Context: an optimization exercise on an open-source flow, tuned for small area, a short achievable clock period and few clock cycles per item. The choices shown serve that exercise and are no tape-out recipe.
Where RTL was checked, it was by simulation tests only, not by an equivalence proof against the original.
No activity file was given, so power comes from the tool's default toggle rates.

## build 71
// minha_fpu
module minha_fpu
(
    input logic clock_100KHz,
    input logic reset,
    input logic start,
    input logic [31:0] op_A_in,
    input logic [31:0] op_B_in,
    output logic [3:0] status_out,
    output logic [31:0] data_out,
    output logic done
);
Size in the first run: roughly 38 flip-flops, about 8300 µm² of cells after synthesis.
clock: 11.0 ns
lec_check: 0
cap_margin: 20
core_margin: 2
core_utilization: 40
setup_slack_margin: 3
slew_margin: 20
run.sh (not shown) runs the stock make flow with config.mk's settings and CLKGATE_MAP_FILE= SYNTH_SCRIPT=/design/flow/synth_recipe.tcl, a recipe that flattens the netlist after the stock synthesis.
Build 71 was carried through to the last stage, and its layout satisfied the timing, DRC and antenna checks.
The inputs of build 14 differ from those of build 71 as listed below.
Settings: swapping 3 for 1 in SETUP_SLACK_MARGIN.
Results
The global router's overall resource usage of build 14 is lower than that of build 71. Changes observed in build 14 relative to build 71: detailed-placement wirelength estimate saw a decrease, multi-input gate area in the final layout saw a decrease, final core utilization saw a decrease. Build 71 has a higher combinational share of power than build 14. Of the two values seen for leading cell type in the layout, fill and taps excluded, sky130_fd_sc_hd__clkdlybuf4s50_1 was produced by build 14 and sky130_fd_sc_hd__nand2_1 by build 71. Compared to build 71, build 14 shows a narrower setup margin.
### build 14 -> build 50
Settings: a change of SETUP_SLACK_MARGIN from 1 to 2.
- Build 50 ran to completion and came out clean on the timing, DRC and antenna checks.
- In build 50, the final critical delay including setup and external delays came out 0.76 ns below the value in build 14.
- Summary of build 50 over build 14: total of fill cells in the finished design decreased by 0.64% relative to the old numbers; final core utilization increased by 0.97 points relative to the old numbers; area overhead of the layout relative to synthesis increased by 2.4 points relative to the old numbers; overall power increased by 1.9% relative to the old numbers.
- Data-path buffer share of cell area in the final layout: higher on build 50
- Summary of build 50 over build 14: non-clock buffer count climbed 2; cell area after layout climbed about 2%.
No run of this note included a check of the RTL's function; only the layout flow was run.

The RTL this note starts from:
==> flow/design.v <==
module minha_fpu
(
    input logic clock_100KHz,
    input logic reset,
    input logic start,
    input logic [31:0] op_A_in,
    input logic [31:0] op_B_in,
    output logic [3:0] status_out,
    output logic [31:0] data_out,
    output logic done
);
    logic        sA, sB;
    logic [9:0]  eA, eB;
    logic [20:0] fA, fB;
    assign sA = op_A_in[31];
    assign sB = op_B_in[31];
    assign eA = op_A_in[30:21];
    assign eB = op_B_in[30:21];
    assign fA = op_A_in[20:0];
    assign fB = op_B_in[20:0];
    logic zA, zB, mA, mB, nan_res;
    assign zA = (op_A_in == 32'h0);
    assign zB = (op_B_in == 32'h0);
    assign mA = &eA;
    assign mB = &eB;
    assign nan_res = (mA && fA != 21'h0) || (mB && fB != 21'h0) || (mA && mB && (sA != sB));
    logic        swap;
    logic        sX;
    logic [9:0]  eX, eY, d;
    logic [20:0] fX, fY;
    assign swap = (op_A_in[30:0] < op_B_in[30:0]);
    assign sX = swap ? sB : sA;
    assign eX = swap ? eB : eA;
    assign eY = swap ? eA : eB;
    assign fX = swap ? fB : fA;
    assign fY = swap ? fA : fB;
    assign d  = eX - eY;
    logic        big;
    logic [21:0] mY;
    logic [22:0] m;
    assign big = (d > 10'd22);
    assign mY  = {1'b1, fY} >> d[4:0];
    assign m   = (sA != sB) ? ({2'b01, fX} - {1'b0, mY}) : ({2'b01, fX} + {1'b0, mY});
    logic        s_d, pass_d;
    logic [9:0]  e_d;
    logic [22:0] m_d;
    logic [1:0]  ps_d;
    always_comb begin
        pass_d = 1'b1;
        s_d = sX; e_d = eX; m_d = {2'b00, fX}; ps_d = 2'd2;
        if (zA) begin
            s_d = sB; e_d = eB; m_d = {2'b00, fB}; ps_d = 2'd0;
        end else if (zB) begin
            s_d = sA; e_d = eA; m_d = {2'b00, fA}; ps_d = 2'd0;
        end else if (mA || mB) begin
            e_d = 10'h3FF;
            if (nan_res) begin
                s_d = 1'b0; m_d = 23'h1; ps_d = 2'd3;
            end else begin
                s_d = mA ? sA : sB; m_d = 23'h0; ps_d = 2'd1;
            end
        end else if (!big) begin
            pass_d = 1'b0; m_d = m;
        end
    end
    logic        s_q, pass_q;
    logic [9:0]  e_q;
    logic [22:0] m_q;
    logic [1:0]  ps_q;
    always_ff @(posedge clock_100KHz) begin
        if (start) begin
            s_q    <= s_d;
            pass_q <= pass_d;
            e_q    <= e_d;
            m_q    <= m_d;
            ps_q   <= ps_d;
        end
    end
    always_ff @(posedge clock_100KHz or negedge reset) begin
        if (!reset) done <= 1'b0;
        else if (start) done <= 1'b1;
    end
    logic [4:0]  lz;
    logic [21:0] mL;
    logic [19:0] mn;      
    logic [9:0]  en;
    always_comb begin
        lz = 5'd0;
        for (int i = 0; i <= 21; i++)
            if (m_q[i]) lz = 5'(21 - i);
    end
    assign mL = m_q[21:0] << lz;
    assign mn = m_q[22] ? m_q[21:2] : mL[20:1];
    assign en = m_q[22] ? (e_q + 10'd1) : (e_q - {5'd0, lz});
    logic [1:0] st;
    always_comb begin
        if (pass_q) begin
            data_out = {s_q, e_q, m_q[20:0]}; st = ps_q;
        end else if (m_q == 23'h0 || en == 10'h0) begin
            data_out = 32'h0; st = 2'd2;
        end else begin
            data_out = {s_q, en, 2'b01, mn[19:1]}; st = mn[0] ? 2'd3 : 2'd0;
        end
    end
    assign status_out = {st == 2'd3, st == 2'd2, st == 2'd1, st == 2'd0};
endmodule
Settings: LEC_CHECK=0, CAP_MARGIN=20, CORE_MARGIN=2, CORE_UTILIZATION=40, SLEW_MARGIN=20; clock period 11.0 ns.
The baseline completed without violations.
Testbench counts at the start, summed over its fixed seeds: cycles 24,000, items 24,000.
Rerun with:
- SETUP_SLACK_MARGIN: default -> 4
Wire length rises by about 19%; critical path depth does not change; setup slack improved by 1.4 ns; first-iteration DRC count rises by 63%; synthesized area stays the same; count of clock-buffer cells in the layout stays the same; final cell count rises by 11%; global-route usage rises by 3.7 points.
Rerun with:
- SETUP_SLACK_MARGIN: 4 -> 2
Result:
- The new run finished clean
- design area went down by 15%
- global-route usage goes down by 2.4 points
- first-iteration DRC count goes down by 35%
- register-to-register slack is about the same
- area after synthesis is unchanged
- hold slack is about the same

port drivers added, routing unchanged:
In the flow no input, the clock included, has a driving cell. The finished layouts below were timed again as built, in two steps. Step 1 assumes that a clkbuf_16 drives the clock port and a buf_2 every other input. Step 2 moves the port delays by t, midway between the first and last clock arrival at a register: inputs arrive t later, outputs are due t later. That takes back most of the time a late clock gives input paths. Three values: ideal, step 1, step 2; two values: the first two.
run | t, ns | setup slack, ns | hold WS [ns] | slew at the worst register clock pin (ns)
build 71 | 0.315 | 3.087 / 3.096 / 2.781 | 0.477 / 0.477 / 0.477 | 0.06 / 0.06
build 14 | 0.317 | 1.538 / 1.554 / 1.237 | 0.470 / 0.470 / 0.470 | 0.06 / 0.06
build 50 | 0.317 | 2.294 / 2.308 / 1.991 | 0.470 / 0.470 / 0.470 | 0.06 / 0.06
the first run of note 2 | 0.314 | 0.750 / 0.747 / 0.433 | 0.474 / 0.474 / 0.474 | 0.06 / 0.06
the second run of note 2 | 0.317 | 2.184 / 2.174 / 1.858 | 0.482 / 0.482 / 0.482 | 0.06 / 0.06
the third run of note 2 | 0.322 | 2.200 / 2.176 / 1.855 | 0.481 / 0.481 / 0.481 | 0.06 / 0.06
After both steps every run listed still meets setup and hold. For the third run of note 2, which loses most, drivers alone change the setup slack by -0.024 ns; drivers and shift together by -0.345 ns.
